This design comes from an exercise in tuning for small area and a short achievable clock period on the open sky130 flow, not from production work.
No functional check of the RTL was part of this run.
Power and IR drop assume default switching activity.

## flow/design.v

```verilog
module D_ff(input clk, input reset, input d, output reg q);
	always @ (posedge clk)
	begin
		if(reset==1)
			q<=0;
		else
			q<=d;
	end
endmodule
module register32bits(input clk, input reset, input [31:0] numberIn, output [31:0] numberOut);
	D_ff d0(clk, reset, numberIn[0], numberOut[0]);
	D_ff d1(clk, reset, numberIn[1], numberOut[1]);
	D_ff d2(clk, reset, numberIn[2], numberOut[2]);
	D_ff d3(clk, reset, numberIn[3], numberOut[3]);
	D_ff d4(clk, reset, numberIn[4], numberOut[4]);
	D_ff d5(clk, reset, numberIn[5], numberOut[5]);
	D_ff d6(clk, reset, numberIn[6], numberOut[6]);
	D_ff d7(clk, reset, numberIn[7], numberOut[7]);
	D_ff d8(clk, reset, numberIn[8], numberOut[8]);
	D_ff d9(clk, reset, numberIn[9], numberOut[9]);
	D_ff d10(clk, reset, numberIn[10], numberOut[10]);
	D_ff d11(clk, reset, numberIn[11], numberOut[11]);
	D_ff d12(clk, reset, numberIn[12], numberOut[12]);
	D_ff d13(clk, reset, numberIn[13], numberOut[13]);
	D_ff d14(clk, reset, numberIn[14], numberOut[14]);
	D_ff d15(clk, reset, numberIn[15], numberOut[15]);
	D_ff d16(clk, reset, numberIn[16], numberOut[16]);
	D_ff d17(clk, reset, numberIn[17], numberOut[17]);
	D_ff d18(clk, reset, numberIn[18], numberOut[18]);
	D_ff d19(clk, reset, numberIn[19], numberOut[19]);
	D_ff d20(clk, reset, numberIn[20], numberOut[20]);
	D_ff d21(clk, reset, numberIn[21], numberOut[21]);
	D_ff d22(clk, reset, numberIn[22], numberOut[22]);
	D_ff d23(clk, reset, numberIn[23], numberOut[23]);
	D_ff d24(clk, reset, numberIn[24], numberOut[24]);
	D_ff d25(clk, reset, numberIn[25], numberOut[25]);
	D_ff d26(clk, reset, numberIn[26], numberOut[26]);
	D_ff d27(clk, reset, numberIn[27], numberOut[27]);
	D_ff d28(clk, reset, numberIn[28], numberOut[28]);
	D_ff d29(clk, reset, numberIn[29], numberOut[29]);
	D_ff d30(clk, reset, numberIn[30], numberOut[30]);
	D_ff d31(clk, reset, numberIn[31], numberOut[31]);
endmodule
module signDiffExpo(input [7:0] number1OutExpo, input [7:0] number2OutExpo, output reg [8:0] diffExpo);
	always @ (number1OutExpo or number2OutExpo)
	begin
		diffExpo=number1OutExpo-number2OutExpo;
	end
endmodule
module signToUnsign9(input [8:0] diffExpo, output reg sign, output reg [7:0] absDiff);
	always @ (diffExpo)
	begin
		sign=diffExpo[8];
		absDiff=diffExpo[7:0];
		if (sign==1)
		begin
			absDiff=~absDiff+1;
		end
	end
endmodule
module muxGreaterExpo(input [7:0] number1OutExpo, input [7:0] number2OutExpo, input sign, output reg [7:0] ResultExponent8bits);
	always @ (number1OutExpo or number2OutExpo or sign)
	begin
		case (sign)
			0:
			begin
				ResultExponent8bits=number1OutExpo;
			end
			1:
			begin
				ResultExponent8bits=number2OutExpo;
			end
		endcase
	end
endmodule
module muxInputFrac(input [24:0] in1, input [24:0] in2, input selOp, output reg [24:0] Op);
	always @ (in1 or in2 or selOp)
	begin
		case (selOp)
			0:
			begin
				Op=in1;
			end
			1:
			begin
				Op=in2;
			end
		endcase
	end
endmodule
module shiftRightOp1(input [24:0] tempOp, input [7:0] absDiff, output reg [24:0] shiftOp);
	always @ (tempOp or absDiff)
	begin
		shiftOp=tempOp>>absDiff;
	end
endmodule
module muxSign(input s1, input s2, input selSign, output reg ResultSign);
	always @ (s1 or s2 or selSign)
	begin
		case (selSign)
			0:
			begin
				ResultSign=s1;
			end
			1:
			begin
				ResultSign=s2;
			end
		endcase
	end
endmodule
module unsignToSign26b(input [24:0] in25bUnsigned, input sign, output reg [25:0] out26bSigned);
	always @ (in25bUnsigned or sign)
	begin
		out26bSigned={1'b0, in25bUnsigned};
		if (sign==1)
		begin
			out26bSigned=~out26bSigned+1;
		end
	end
endmodule
module alignAdd(input [22:0] rBig, input [23:0] rSm, input s8, input s16, input far, input sub, output [24:0] sum);
	wire [23:0] l3  = s8  ? {{8{sub}}, rSm[23:8]}  : rSm;
	wire [23:0] l4  = s16 ? {{16{sub}}, l3[23:16]} : l3;
	wire [23:0] y   = far ? {24{sub}} : l4;
	prefixAdder25 ADD({2'b01, rBig}, {sub, y}, sub, sum);
endmodule
module prefixAdder25(input [24:0] x, input [24:0] y, input cin, output [24:0] s);
	wire g0_1 = x[0] & y[0];
	wire p0_1 = x[0] ^ y[0];
	wire g0_2 = x[1] & y[1];
	wire p0_2 = x[1] ^ y[1];
	wire g0_3 = x[2] & y[2];
	wire p0_3 = x[2] ^ y[2];
	wire g0_4 = x[3] & y[3];
	wire p0_4 = x[3] ^ y[3];
	wire g0_5 = x[4] & y[4];
	wire p0_5 = x[4] ^ y[4];
	wire g0_6 = x[5] & y[5];
	wire p0_6 = x[5] ^ y[5];
	wire g0_7 = x[6] & y[6];
	wire p0_7 = x[6] ^ y[6];
	wire g0_8 = x[7] & y[7];
	wire p0_8 = x[7] ^ y[7];
	wire g0_9 = x[8] & y[8];
	wire p0_9 = x[8] ^ y[8];
	wire g0_10 = x[9] & y[9];
	wire p0_10 = x[9] ^ y[9];
	wire g0_11 = x[10] & y[10];
	wire p0_11 = x[10] ^ y[10];
	wire g0_12 = x[11] & y[11];
	wire p0_12 = x[11] ^ y[11];
	wire g0_13 = x[12] & y[12];
	wire p0_13 = x[12] ^ y[12];
	wire g0_14 = x[13] & y[13];
	wire p0_14 = x[13] ^ y[13];
	wire g0_15 = x[14] & y[14];
	wire p0_15 = x[14] ^ y[14];
	wire g0_16 = x[15] & y[15];
	wire p0_16 = x[15] ^ y[15];
	wire g0_17 = x[16] & y[16];
	wire p0_17 = x[16] ^ y[16];
	wire g0_18 = x[17] & y[17];
	wire p0_18 = x[17] ^ y[17];
	wire g0_19 = x[18] & y[18];
	wire p0_19 = x[18] ^ y[18];
	wire g0_20 = x[19] & y[19];
	wire p0_20 = x[19] ^ y[19];
	wire g0_21 = x[20] & y[20];
	wire p0_21 = x[20] ^ y[20];
	wire g0_22 = x[21] & y[21];
	wire p0_22 = x[21] ^ y[21];
	wire g0_23 = x[22] & y[22];
	wire p0_23 = x[22] ^ y[22];
	wire g0_24 = x[23] & y[23];
	wire p0_24 = x[23] ^ y[23];
	wire gl1_1 = g0_1 | (p0_1 & cin);
	wire gl1_3 = g0_3 | (p0_3 & g0_2);
	wire pl1_3 = p0_3 & p0_2;
	wire gl1_5 = g0_5 | (p0_5 & g0_4);
	wire pl1_5 = p0_5 & p0_4;
	wire gl1_7 = g0_7 | (p0_7 & g0_6);
	wire pl1_7 = p0_7 & p0_6;
	wire gl1_9 = g0_9 | (p0_9 & g0_8);
	wire pl1_9 = p0_9 & p0_8;
	wire gl1_11 = g0_11 | (p0_11 & g0_10);
	wire pl1_11 = p0_11 & p0_10;
	wire gl1_13 = g0_13 | (p0_13 & g0_12);
	wire pl1_13 = p0_13 & p0_12;
	wire gl1_15 = g0_15 | (p0_15 & g0_14);
	wire pl1_15 = p0_15 & p0_14;
	wire gl1_17 = g0_17 | (p0_17 & g0_16);
	wire pl1_17 = p0_17 & p0_16;
	wire gl1_19 = g0_19 | (p0_19 & g0_18);
	wire pl1_19 = p0_19 & p0_18;
	wire gl1_21 = g0_21 | (p0_21 & g0_20);
	wire pl1_21 = p0_21 & p0_20;
	wire gl1_23 = g0_23 | (p0_23 & g0_22);
	wire pl1_23 = p0_23 & p0_22;
	wire gl2_2 = g0_2 | (p0_2 & gl1_1);
	wire gl2_3 = gl1_3 | (pl1_3 & gl1_1);
	wire gl2_6 = g0_6 | (p0_6 & gl1_5);
	wire pl2_6 = p0_6 & pl1_5;
	wire gl2_7 = gl1_7 | (pl1_7 & gl1_5);
	wire pl2_7 = pl1_7 & pl1_5;
	wire gl2_10 = g0_10 | (p0_10 & gl1_9);
	wire pl2_10 = p0_10 & pl1_9;
	wire gl2_11 = gl1_11 | (pl1_11 & gl1_9);
	wire pl2_11 = pl1_11 & pl1_9;
	wire gl2_14 = g0_14 | (p0_14 & gl1_13);
	wire pl2_14 = p0_14 & pl1_13;
	wire gl2_15 = gl1_15 | (pl1_15 & gl1_13);
	wire pl2_15 = pl1_15 & pl1_13;
	wire gl2_18 = g0_18 | (p0_18 & gl1_17);
	wire pl2_18 = p0_18 & pl1_17;
	wire gl2_19 = gl1_19 | (pl1_19 & gl1_17);
	wire pl2_19 = pl1_19 & pl1_17;
	wire gl2_22 = g0_22 | (p0_22 & gl1_21);
	wire pl2_22 = p0_22 & pl1_21;
	wire gl2_23 = gl1_23 | (pl1_23 & gl1_21);
	wire pl2_23 = pl1_23 & pl1_21;
	wire gl3_4 = g0_4 | (p0_4 & gl2_3);
	wire gl3_5 = gl1_5 | (pl1_5 & gl2_3);
	wire gl3_6 = gl2_6 | (pl2_6 & gl2_3);
	wire gl3_7 = gl2_7 | (pl2_7 & gl2_3);
	wire gl3_12 = g0_12 | (p0_12 & gl2_11);
	wire pl3_12 = p0_12 & pl2_11;
	wire gl3_13 = gl1_13 | (pl1_13 & gl2_11);
	wire pl3_13 = pl1_13 & pl2_11;
	wire gl3_14 = gl2_14 | (pl2_14 & gl2_11);
	wire pl3_14 = pl2_14 & pl2_11;
	wire gl3_15 = gl2_15 | (pl2_15 & gl2_11);
	wire pl3_15 = pl2_15 & pl2_11;
	wire gl3_20 = g0_20 | (p0_20 & gl2_19);
	wire pl3_20 = p0_20 & pl2_19;
	wire gl3_21 = gl1_21 | (pl1_21 & gl2_19);
	wire pl3_21 = pl1_21 & pl2_19;
	wire gl3_22 = gl2_22 | (pl2_22 & gl2_19);
	wire pl3_22 = pl2_22 & pl2_19;
	wire gl3_23 = gl2_23 | (pl2_23 & gl2_19);
	wire pl3_23 = pl2_23 & pl2_19;
	wire gl4_8 = g0_8 | (p0_8 & gl3_7);
	wire gl4_9 = gl1_9 | (pl1_9 & gl3_7);
	wire gl4_10 = gl2_10 | (pl2_10 & gl3_7);
	wire gl4_11 = gl2_11 | (pl2_11 & gl3_7);
	wire gl4_12 = gl3_12 | (pl3_12 & gl3_7);
	wire gl4_13 = gl3_13 | (pl3_13 & gl3_7);
	wire gl4_14 = gl3_14 | (pl3_14 & gl3_7);
	wire gl4_15 = gl3_15 | (pl3_15 & gl3_7);
	wire gl4_24 = g0_24 | (p0_24 & gl3_23);
	wire pl4_24 = p0_24 & pl3_23;
	wire gl5_16 = g0_16 | (p0_16 & gl4_15);
	wire gl5_17 = gl1_17 | (pl1_17 & gl4_15);
	wire gl5_18 = gl2_18 | (pl2_18 & gl4_15);
	wire gl5_19 = gl2_19 | (pl2_19 & gl4_15);
	wire gl5_20 = gl3_20 | (pl3_20 & gl4_15);
	wire gl5_21 = gl3_21 | (pl3_21 & gl4_15);
	wire gl5_22 = gl3_22 | (pl3_22 & gl4_15);
	wire gl5_23 = gl3_23 | (pl3_23 & gl4_15);
	wire gl5_24 = gl4_24 | (pl4_24 & gl4_15);
	assign s[0] = (x[0] ^ y[0]) ^ cin;
	assign s[1] = (x[1] ^ y[1]) ^ gl1_1;
	assign s[2] = (x[2] ^ y[2]) ^ gl2_2;
	assign s[3] = (x[3] ^ y[3]) ^ gl2_3;
	assign s[4] = (x[4] ^ y[4]) ^ gl3_4;
	assign s[5] = (x[5] ^ y[5]) ^ gl3_5;
	assign s[6] = (x[6] ^ y[6]) ^ gl3_6;
	assign s[7] = (x[7] ^ y[7]) ^ gl3_7;
	assign s[8] = (x[8] ^ y[8]) ^ gl4_8;
	assign s[9] = (x[9] ^ y[9]) ^ gl4_9;
	assign s[10] = (x[10] ^ y[10]) ^ gl4_10;
	assign s[11] = (x[11] ^ y[11]) ^ gl4_11;
	assign s[12] = (x[12] ^ y[12]) ^ gl4_12;
	assign s[13] = (x[13] ^ y[13]) ^ gl4_13;
	assign s[14] = (x[14] ^ y[14]) ^ gl4_14;
	assign s[15] = (x[15] ^ y[15]) ^ gl4_15;
	assign s[16] = (x[16] ^ y[16]) ^ gl5_16;
	assign s[17] = (x[17] ^ y[17]) ^ gl5_17;
	assign s[18] = (x[18] ^ y[18]) ^ gl5_18;
	assign s[19] = (x[19] ^ y[19]) ^ gl5_19;
	assign s[20] = (x[20] ^ y[20]) ^ gl5_20;
	assign s[21] = (x[21] ^ y[21]) ^ gl5_21;
	assign s[22] = (x[22] ^ y[22]) ^ gl5_22;
	assign s[23] = (x[23] ^ y[23]) ^ gl5_23;
	assign s[24] = (x[24] ^ y[24]) ^ gl5_24;
endmodule
module signToUnsign26(input [25:0] ALUout, output reg sign, output reg [24:0] frac);
	always @ (ALUout)
	begin
		sign=ALUout[25];
		frac=ALUout[24:0];
		if (sign==1)
		begin
			frac=~frac+1;
		end
	end
endmodule
module floatingPointAdder(input [31:0] in1, input [31:0] in2, input clk, input reset, output ResultSign1bit, output [7:0] ResultExponent8bits, output [24:0] ResultFraction25bits);
	wire [31:0] g0 = {1'b0, in2[30:0] & ~in1[30:0]};
	wire [31:0] e0 = {1'b1, ~(in2[30:0] ^ in1[30:0])};
	wire [15:0] g1, e1;
	wire [7:0]  g2, e2;
	wire [3:0]  g3, e3;
	wire [1:0]  g4, e4;
	genvar i;
	generate
		for (i = 0; i < 16; i = i + 1) begin : lv1
			assign g1[i] = g0[2*i+1] | (e0[2*i+1] & g0[2*i]);
			assign e1[i] = e0[2*i+1] & e0[2*i];
		end
		for (i = 0; i < 8; i = i + 1) begin : lv2
			assign g2[i] = g1[2*i+1] | (e1[2*i+1] & g1[2*i]);
			assign e2[i] = e1[2*i+1] & e1[2*i];
		end
		for (i = 0; i < 4; i = i + 1) begin : lv3
			assign g3[i] = g2[2*i+1] | (e2[2*i+1] & g2[2*i]);
			assign e3[i] = e2[2*i+1] & e2[2*i];
		end
		for (i = 0; i < 2; i = i + 1) begin : lv4
			assign g4[i] = g3[2*i+1] | (e3[2*i+1] & g3[2*i]);
			assign e4[i] = e3[2*i+1] & e3[2*i];
		end
	endgenerate
	wire        swap   = g4[1] | (e4[1] & g4[0]);       
	wire        same   = e4[1] & e4[0];                 
	wire        sub    = in1[31] ^ in2[31];
	wire [8:0]  d12    = {1'b0, in1[30:23]} - {1'b0, in2[30:23]};
	wire [7:0]  d21    = in2[30:23] - in1[30:23];
	wire [7:0]  absd   = d12[8] ? d21 : d12[7:0];       
	wire [7:0]  expBig = swap ? in2[30:23] : in1[30:23];
	wire [22:0] fBig   = swap ? in2[22:0] : in1[22:0];
	wire        sBig   = swap ? in2[31] : in1[31];
	wire [23:0] sSm    = {1'b1, swap ? in1[22:0] : in2[22:0]} ^ {24{sub}};
	wire [23:0] l0     = absd[0] ? {sub, sSm[23:1]}        : sSm;
	wire [23:0] l1     = absd[1] ? {{2{sub}}, l0[23:2]}    : l0;
	wire [23:0] l2     = absd[2] ? {{4{sub}}, l1[23:4]}    : l1;
	wire        far    = absd[7:5] != 0;               
	reg  [7:0]  rExp;
	reg  [22:0] rBig;
	reg  [23:0] rSm;
	reg         rSub, rSign, rS8, rS16, rFar;
	always @(posedge clk) begin
		if (reset) begin
			rExp  <= 8'd0;
			rBig  <= 23'd0;
			rSm   <= 24'h800000;
			rSub  <= 1'b0;
			rSign <= 1'b0;
			rS8   <= 1'b0;
			rS16  <= 1'b0;
			rFar  <= 1'b0;
		end else begin
			rExp  <= expBig;
			rBig  <= fBig;
			rSm   <= l2;
			rS8   <= absd[3];
			rS16  <= absd[4];
			rFar  <= far;
			rSub  <= sub;
			rSign <= sBig & ~(sub & same);
		end
	end
	alignAdd AA(rBig, rSm, rS8, rS16, rFar, rSub, ResultFraction25bits);
	assign ResultSign1bit       = rSign;
	assign ResultExponent8bits  = rExp;
endmodule
```

## flow/flow/run.sh

```bash
#!/bin/bash
# Standard layout with two changes: synthesis maps the logic with the ABC script
# in flow/abc_area.script (area-oriented mapping, then gate sizing), and the
# ports get a plain buf_2 as their buffer.
set -e
rm -rf scripts_mod
cp -r "$FLOW_HOME/scripts" scripts_mod
cp flow/abc_area.script scripts_mod/abc_area.script
export BUFFER_PORTS_ARGS="-buffer_cell sky130_fd_sc_hd__buf_2"
SCRIPTS_DIR=$PWD/scripts_mod bash standard.sh synth > synth.log 2>&1
bash standard.sh > standard.log 2>&1
```

## flow/flow/abc_area.script

```
strash
dch
map -a
topo
stime -c
buffer -c
upsize -c
dnsize -c
```

## flow/standard.sh

```bash
#!/bin/bash
# synth_recipe.tcl (not shown) runs the flow's synth.tcl, then flattens the netlist and writes it again
# the make line also repeats each setting of config.mk as NAME=value (left out here)
make -C /OpenROAD-flow-scripts/flow DESIGN_CONFIG=/design/flow/config.mk WORK_HOME=/design/flow/orfs CLKGATE_MAP_FILE= SYNTH_SCRIPT=/design/flow/synth_recipe.tcl "${@:-finish}"
```

## flow/config.mk

```make
export PLATFORM = sky130hd
export DESIGN_NAME = floatingPointAdder
export DESIGN_NICKNAME = floatingPointAdder
export VERILOG_FILES = /design/flow/design.v
export SDC_FILE = /design/flow/constraint.sdc
export NUM_CORES = 4
export LEC_CHECK = 0
export ABC_AREA = 1
export CAP_MARGIN = 20
export CORE_MARGIN = 2
export CORE_UTILIZATION = 70
export CTS_BUF_LIST = sky130_fd_sc_hd__clkbuf_4 sky130_fd_sc_hd__clkbuf_8
export PLACE_DENSITY = 0.8
export SETUP_SLACK_MARGIN = 5
export SLEW_MARGIN = 20
export SYNTH_HIERARCHICAL = 1
export SYNTH_MINIMUM_KEEP_SIZE = 0
```

## flow/constraint.sdc

```tcl
create_clock -name core_clock -period 11.0 [get_ports {clk}]
set_input_delay 2.2000 -clock core_clock [delete_from_list [all_inputs] [get_ports {clk}]]
set_output_delay 2.2000 -clock core_clock [all_outputs]
set_load 0.01 [all_outputs]
```

==> reports/qor_table.md <==
| Parameter | Value | Unit |
|:---|:---|:---|
| Clk network pwr share | 18.1 | % |
| Standard-cell rows | 33 | - |
| Area of the multi-input gates | 3920 | µm² |
| Clock Tree Root | sky130_fd_sc_hd__clkbuf_8 | - |
| Leakage power of the design | 0.003187 | µW |
| Full die area | 8975 | µm² |
| Design Power | 1000 | µW |
| Crit path buffers/inverters | 2 | - |
| TritonCTS clock tree | done | - |
| Total nets after synthesis | 967 | - |
| Post-route fraction of the period consumed by the critical path | 52.16 | % |
| Post-synth EDFFs | 0 | - |
| Worst Min Path Start | in2[29] | - |
| Overall routing resource usage | 37.93 | % |
| Horizontal die dimension | 94.74 | µm |
| Final Routed Wirelength | 16760 | µm |
| Quantity of I/O buffers inserted on ports | 99 | - |
| Placed cell area | 6213 | µm² |
| Internal power | 530.7 | µW |
| H-tree Lvls | 3 | - |
| WP data required | 8.80 | ns |
| Switching pwr | 469.7 | µW |
| Headroom to the max-slew limit | 49.95 | % |
| Number of filler cells placed in the layout | 618 | - |
| Worst Setup End Kind | output pin | - |
| Endpoints failing hold | 0 | - |
| Total of flip-flops plus latches after synthesis | 60 | - |
| First-pass iteration count of the detailed router | 5 | - |
| Warning count from the yosys run | 7 | - |
| Number of top-level pins | 100 | - |
| Leading register cell type out of synthesis | sky130_fd_sc_hd__dfxtp_1 | - |
| Power Dens Cells | 156.3 | nW/µm² |
| Detailed Route Iter0 Violations | 503 | - |
| Post-DRT Antenna Nets | 0 | - |
| Endpoint with the worst hold slack | rExp[6] | - |
| Number of CTS-inserted buffers | 9 | - |
| Hold Path Stages | 3 | - |
| Seq pwr share | 27.2 | % |
| Number of antenna violations at the first check in global routing | 0 | - |
| Slew at the pin closest to its max-slew limit | 0.7508 | ns |
| Post-route DRC violation count | 0 | - |
| Clock input transition at the sequential cells of the worst setup and hold paths | 0.08 | ns |
| Total negative slack | 0 | ns |
| Synthesized instance count | 831 | - |
| Critical path launch point type | flip-flop | - |
| Data arrival time at the worst-slack endpoint | 3.54 | ns |
| DP Wirelength | 13230 | µm |
| Number of nets in the layout | 1040 | - |
| Bufs on Longest Clock Path | 2 | - |
| Max cap viols | 0 | - |
| Minimum clock period | 5.737 | ns |
| Most common cell in the synthesized netlist | sky130_fd_sc_hd__nand2_1 | - |
| Top Family by Delay on Critical Path | simple AND/OR/NAND/NOR gates | - |
| Detailed-route wire length per cell | 16.53 | µm |
| Die outline height | 94.74 | µm |
| Switching share of power | 46.95 | % |
| Final Wtd Congestion | 0.9181 | - |
| Register cell area after layout | 1205 | µm² |
| CP max-delay cell | sky130_fd_sc_hd__or2_2 | - |
| Type of the worst setup path | flip-flop to output pin | - |
| First-pass GRT wire length | 26330 | µm |
| Post-CTS Hold Buffers | 0 | - |
| Maximum fanout along the worst path | 25 | - |
| Layout-stage area growth over the synthesis result | 11.03 | % |
| Detailed-route via count | 6068 | - |
| Top achievable clock speed | 0.1743 | GHz |
| Part of the Yosys area used for sequential elements | 20.84 | % |
| Post-synthesis cell type count | 52 | - |
| Worst-case vdd ir drop | 0.09089 | mV |
| Placeable Area | 8093 | µm² |
| Max-slew violation total from the final report | 0 | - |
| Comb pwr share | 54.6 | % |
| Netlist area before placement | 5763 | µm² |
| Area share of the largest cell type after synthesis | 20.84 | % |
| Maximum single-stage delay on the critical path | 0.47 | ns |
| Maximum number of pins on one net before global-route repair | 65 | - |
| Global route overflow | 0 | - |
| Share of flip-flops with an asynchronous set or reset after synthesis | 0 | % |
| Leading post-synthesis cells by instance count | sky130_fd_sc_hd__nand2_1, sky130_fd_sc_hd__o21ai_0, sky130_fd_sc_hd__inv_1, sky130_fd_sc_hd__a21oi_1, sky130_fd_sc_hd__ha_1 | - |
| Top post-synthesis cells by area | sky130_fd_sc_hd__dfxtp_1, sky130_fd_sc_hd__ha_1, sky130_fd_sc_hd__nand2_1 | - |
| Count of endpoints failing setup in the final report | 0 | - |
| Run status | finished clean | - |
| Vias in the first global route | 5613 | - |
| Antenna diode instance count | 0 | - |
| Clock sink total | 60 | - |
| Mean area per synthesized cell | 6.935 | µm² |
| Ratio of cells with drive above 1 in the final layout | 18.26 | % |
| Critical path, cell by cell | or2_2 -> nand2_4 -> o21ai_0 -> ha_1 -> nand2_1 -> nor4_1 -> o21ai_1 -> nand2_2 -> inv_2 -> fa_1 -> xnor2_1 -> buf_2 | - |
| Library cell with the largest summed area after synthesis | sky130_fd_sc_hd__dfxtp_1 | - |
| Type of the worst min-delay path | input port to flip-flop | - |
| Via density | 5.984 | - |
| Starting Density | 71.21 | % |
| Final Cell Area | 6399 | µm² |
| RSZ-0062 raised after global routing | false | - |
==> area by class of cell <==
cell class,instances,area share (%)
inverter,112,6.570
tap,105,2.053
timing repair buffer,103,8.526
clock buffer,9,1.936
sequential,60,18.83
multi-input combinational,618,61.26
clock inverter,7,0.8213
==> registers in the layout (all words and copies together) (netlist names) <==
name / flops
rExp: 8
rSign: 1
rSub: 1
rFar: 1
rSm: 24
rS8: 1
rS16: 1
rBig: 23
==> Yosys stat by module, one instance, submodules excluded <==
module | flops+latches | area, µm²
alignAdd | 0 | 480.5
floatingPointAdder | 60 | 4190
prefixAdder25 | 0 | 1092
==> kinds of logic (layout without fill, tap and decap cells) <==
kind of cell | after synthesis | in the layout | share of synthesized area (%)
compound gates | 288 | 288 | 28.79
xor+xnor | 44 | 44 | 6.687
fa+ha+maj | 70 | 70 | 16.11
buf+inv | 153 | 231 | 11.22
flops | 60 | 60 | 20.84
mux | 1 | 1 | 0.1737
other cells | 2 | 2 | 0.1303
simple gates | 213 | 213 | 16.04
==> through the flow <==
step                      util [%]  setup WS (ns)  hold WS, ns  std cells
final                        79.07          5.263        2.119       1014
after global placement       76.44          5.132        2.469        997
after global routing         79.07          5.050        2.140       1014
after CTS                    78.97          5.174        2.116       1014
after detailed placement     76.78          5.073        2.484        998
after floorplan                  -          6.159        2.269        831
==> per-layer routing <==
layer	vias to the layer above	wire (µm)	track usage, %
met5	-	0	0
met4	0	893	21.14
met3	65	1322	5.267
met2	322	7930	64.30
met1	2747	6616	46.15
li1	2934	-	-
==> cell usage in the layout (no fill, tap or decap), types with 3 or more instances in the layout <==
cell type                  netlist  final
sky130_fd_sc_hd__o21ai_1        43     44
sky130_fd_sc_hd__xnor2_1         8      8
sky130_fd_sc_hd__nand2_2         4      4
sky130_fd_sc_hd__or2_2           2      3
sky130_fd_sc_hd__nand4_1         5      5
sky130_fd_sc_hd__dfxtp_1        60     59
sky130_fd_sc_hd__nand2_1       143    143
sky130_fd_sc_hd__nand3_1        10     10
sky130_fd_sc_hd__o21ai_2         6      6
sky130_fd_sc_hd__o21ai_0       105    104
sky130_fd_sc_hd__buf_4           3      3
sky130_fd_sc_hd__o221ai_1       10     10
sky130_fd_sc_hd__a31oi_1        10     10
sky130_fd_sc_hd__nor2_1         33     33
sky130_fd_sc_hd__nor4_1          3      3
sky130_fd_sc_hd__clkbuf_8        0      9
sky130_fd_sc_hd__ha_1           63     63
sky130_fd_sc_hd__inv_2          13     14
sky130_fd_sc_hd__o21a_1          4      4
sky130_fd_sc_hd__buf_2           4     99
sky130_fd_sc_hd__inv_1          99     98
sky130_fd_sc_hd__clkinv_4        0      3
sky130_fd_sc_hd__a21oi_1        93     93
sky130_fd_sc_hd__fa_1            7      7
sky130_fd_sc_hd__xor2_1         36     36
==> power groups by stage <==
stage / sequential [µW] / combinational (µW) / clock (µW)
after CTS: 271 / 534 / 182
final: 272 / 546 / 182
after detailed placement: 276 / 530 / 0
after global routing: 275 / 603 / 192
after floorplan: 267 / 387 / 0
after global placement: 275 / 511 / 0
==> how the worst max path moves through the flow <==
stage	startpoint	endpoint	slack, ns	cells after the start
final	rFar	ResultFraction25bits[16]	5.26	12
after global routing	rFar	ResultFraction25bits[15]	5.05	14
after CTS	rFar	ResultFraction25bits[15]	5.17	16
after detailed placement	in1[23]	rSign	5.07	10
after global placement	in1[23]	rSign	5.13	10
after floorplan	rFar	ResultFraction25bits[15]	6.16	14
==> repair_timing <==
| action | 4_1_cts | 5_1_grt |
|---|---|---|
| pin swaps | 0 | 0 |
| cloned | 0 | 0 |
| setup buffers | 0 | 0 |
| endpoints found under the setup margin | 1 | 8 |
| gates resized for setup | 1 | 4 |
| hold endpoints to repair | 0 | 0 |

[separate check: timing with driven ports]
In the flow no input, the clock included, has a driving cell. The finished layout below was timed again as built, in two steps.
Step 1 assumes that a clkbuf_16 drives the clock port and a buf_2 every other input.
Step 2 times the ports against the registers' clock, not the clock port: input delays grow and output delays shrink by t, the midpoint of the rising clock arrivals with the driver on.
a / b / c = ideal / step 1 / step 2; a / b = the first two.
shift t [ns]: 0.376
setup slack, ns: 5.263 / 5.229 / 5.180
worst setup path at the end: input to register
latest minus earliest clock arrival (ns): 0.009 / 0.009
worst slew at a driven data input, ns: 0.05
After both steps this run still meets setup and hold. The setup slack of this run moves by -0.034 ns with the drivers and by -0.083 ns with both steps.
